What follows belongs to an exercise in optimizing a design on an open flow for small area and few clock cycles; a production flow would make more cautious choices.
The RTL was checked by simulation tests, not by an equivalence proof against the original design.

Design DatapathSingleCycle, start of the top module:
module DatapathSingleCycle (
    input wire clk,
    input wire rst,
    output logic halt,
    output logic [31:0] pc_to_imem,
    input wire [31:0] insn_from_imem,
    output logic [31:0] addr_to_dmem,
    input logic [31:0] load_data_from_dmem,
    output logic [31:0] store_data_to_dmem,
    output logic [3:0] store_we_to_dmem
);
  wire [31:0] insn = insn_from_imem;
  wire [4:0] opc = insn[6:2];
  wire [2:0] f3 = insn[14:12];
  wire [4:0] insn_rd = insn[11:7];
  wire [4:0] insn_rs1 = insn[19:15];
  wire [4:0] insn_rs2 = insn[24:20];
  wire is_load = opc == 5'b00000;
  wire is_store = opc == 5'b01000;
  wire is_branch = opc == 5'b11000;
  wire is_jalr = opc == 5'b11001;
  wire is_jal = opc == 5'b11011;
  wire is_opimm = opc == 5'b00100;
  wire is_op = opc == 5'b01100;
  wire is_system = opc == 5'b11100;
  wire is_auipc = opc == 5'b00101;
  wire is_lui = opc == 5'b01101;
  wire is_m = is_op & insn[25];
  ...
For scale: ~1200 flip-flops, about 72000 µm² of cells after synthesis.
clock: 200.0 ns
lec_check: 0
abc_area: 1
cap_margin: 20
core_margin: 2
core_utilization: 55
cts_cluster_diameter: 70
cts_cluster_size: 20
place_density: 0.65
slew_margin: 20
standard.sh (not shown) runs the stock make flow with config.mk's settings and CLKGATE_MAP_FILE= SYNTH_SCRIPT=/design/flow/synth_recipe.tcl, a recipe that flattens the netlist after the stock synthesis.
==> flow/flow/run.sh <==
#!/bin/bash
# Layout flow: the standard flow (standard.sh), with synthesis run through
# flow/synth_area.tcl instead of synth_recipe.tcl. That script is
# synth_recipe.tcl with ripple-carry adders (flow/alu_ripple.v), the register
# file's read-port gate groups kept whole through mapping, and an
# area-oriented ABC script (flow/abc_area_map.script). Registers are mapped
# before any of this and stay as the standard synthesis makes them.
# Logs: synth.log (synthesis), layout.log (the rest of the flow).
set -euo pipefail
here=$(pwd)
sed "s#SYNTH_SCRIPT=[^ ]*#SYNTH_SCRIPT=$here/flow/synth_area.tcl#" standard.sh > standard_area.sh
grep -q "SYNTH_SCRIPT=$here/flow/synth_area.tcl" standard_area.sh
bash standard_area.sh synth > synth.log 2>&1
bash standard.sh > layout.log 2>&1
Other scripts of this flow, unchanged in this note and not shown: flow/flow/abc_area_map.script, flow/flow/alu_ripple.v, flow/flow/synth_area.tcl
The starting point completed without violations.
Testbench counts at the start, summed over its fixed seeds: cycles 45,563.
Change:
--- a/flow/config.mk
+++ b/flow/config.mk
@@ -11,4 +11,4 @@
 export CORE_UTILIZATION = 55
-export CTS_CLUSTER_DIAMETER = 70
-export CTS_CLUSTER_SIZE = 20
+export CTS_CLUSTER_DIAMETER = 100
+export CTS_CLUSTER_SIZE = 30
 export PLACE_DENSITY = 0.65
Outcome:
- synthesized cell count is unchanged
- wire length stays flat
- setup slack got worse by 0.0039 ns
- clock skew is lower by 0.037 ns
- utilization is lower by 0.82 points
- non-clock buffer count went up by 2
- die area does not change
- synthesized area does not change
- critical path depth does not change
- fmax barely changes
Change:
--- a/flow/config.mk
+++ b/flow/config.mk
@@ -8,8 +8,8 @@
 export ABC_AREA = 1
-export CAP_MARGIN = 20
+export CAP_MARGIN = 10
 export CORE_MARGIN = 2
-export CORE_UTILIZATION = 55
-export CTS_CLUSTER_DIAMETER = 100
-export CTS_CLUSTER_SIZE = 30
-export PLACE_DENSITY = 0.65
-export SLEW_MARGIN = 20
+export CORE_UTILIZATION = 50
+export CTS_CLUSTER_DIAMETER = 80
+export CTS_CLUSTER_SIZE = 24
+export PLACE_DENSITY = 0.6
+export SLEW_MARGIN = 10
Final cell count climbs by 2.0%; wire length stays flat; setup slack gains 0.024 ns; fmax barely changes; global-route usage drops by 4.1 points; count of clock-buffer cells in the layout rose by 7; synthesized cell count does not change; via count went down by 2.2%; non-clock buffer count is higher by 17.

========
the baseline:
Another version of the RTL of DatapathSingleCycle (not shown whole).
For scale: roughly 68000 um^2 of cells after synthesis.
clock: 200.0 ns
lec_check: 0
abc_area: 1
cap_margin: 10
core_margin: 2
core_utilization: 50
cts_cluster_diameter: 80
cts_cluster_size: 24
place_density: 0.6
slew_margin: 10
Scripts as last shown in full above: flow/flow/run.sh
Other scripts of this flow, unchanged in this note and not shown: flow/flow/abc_area_map.script, flow/flow/alu_ripple.v, flow/flow/synth_area.tcl
The baseline completed end to end with timing, DRC and antenna clean.
Testbench counts of the baseline, summed over its fixed seeds: cycles 45,563.
Relative to the baseline, the following input files were edited for the candidate:
- a change of CAP_MARGIN from 10 to 20
- a change of SLEW_MARGIN from 10 to 20
==> notes.md <==
Worst hold slack across all endpoints: the candidate vs the baseline — no meaningful difference
From the baseline to the candidate the numbers moved as follows: design area comparable, wire length of the first global-routing pass shows no meaningful change.
The candidate against the baseline: total track usage barely changed; via count barely changed; slew of the pin with the lowest slew margin dropped 7.9 ps.

========
south:
DatapathSingleCycle, a different RTL version from the one above (not shown whole).
Size: ~5700 cells after synthesis, ~1200 flip-flops, about 170 I/O pins, ~72000 um^2 of cells after synthesis.
Settings: LEC_CHECK=0, ABC_AREA=1, CAP_MARGIN=20, CORE_MARGIN=2, CORE_UTILIZATION=40, PLACE_DENSITY=0.55, SLEW_MARGIN=20; clock period 200.0 ns.
Scripts as last shown in full above: flow/flow/run.sh
Other scripts of this flow, unchanged in this note and not shown: flow/flow/abc_area_map.script, flow/flow/alu_ripple.v, flow/flow/synth_area.tcl
south completed; timing, DRC and antenna clean
Testbench counts of south, summed over its fixed seeds: cycles 47,264.
> inputs changed (south -> north)
- CTS_CLUSTER_SIZE: unset -> 30
- CTS_CLUSTER_DIAMETER: unset -> 100
- PLACE_DENSITY: 0.55 -> 0.65
- CORE_UTILIZATION: 40 -> 55
[summary]
As of north, wire length had fallen by a few percent compared to south. Looking at data arrival time of the critical path, north sits above south. Looking at standard cell with the maximum stage delay on the critical path, the sky130_fd_sc_hd__edfxtp_1 result is from south; the sky130_fd_sc_hd__nor3_1 one comes from north. Measured against each other, south and north differ in length of routed met2 wiring, the higher figure coming from south. Vertical die dimension down about 15% in north wrt south. north finished every step from synthesis to the final layout, and the layout passed the timing, design-rule and antenna checks.

## port drivers added, routing unchanged
The results above use ideal ports. As a check the final layouts listed here were re-extracted and re-timed, cells and wires unchanged. Step 1: set_driving_cell puts a clkbuf_16 on clk and a buf_2 on each other input, an assumption about the parent block. Step 2 adds t to the input delays and takes it off the output delays; t is the mean of the earliest and latest rising clock arrival at the registers after step 1. Input paths then give back, and output paths get back, about the clock's delay inside the block. a / b / c = ideal / step 1 / step 2; a / b = the first two.
run | t, ns | slack for setup (ns) | latest minus earliest clock arrival (ns) | slew at the worst register clock pin (ns)
the first run of note 1 | 0.827 | 68.289 / 68.289 / 68.289 | 0.092 / 0.091 | 0.09 / 0.09
the second run of note 1 | 0.808 | 68.285 / 68.285 / 68.285 | 0.054 / 0.054 | 0.12 / 0.12
the third run of note 1 | 0.797 | 68.310 / 68.310 / 68.310 | 0.041 / 0.041 | 0.10 / 0.10
the baseline | 0.794 | 56.022 / 56.022 / 56.022 | 0.088 / 0.087 | 0.10 / 0.10
the candidate | 0.811 | 56.515 / 56.515 / 56.515 | 0.078 / 0.078 | 0.10 / 0.10
south | 0.883 | 76.252 / 76.252 / 76.252 | 0.045 / 0.045 | 0.07 / 0.07
north | 0.794 | 75.560 / 75.560 / 75.560 | 0.065 / 0.065 | 0.12 / 0.12
After both steps setup and hold are still met in every run listed.
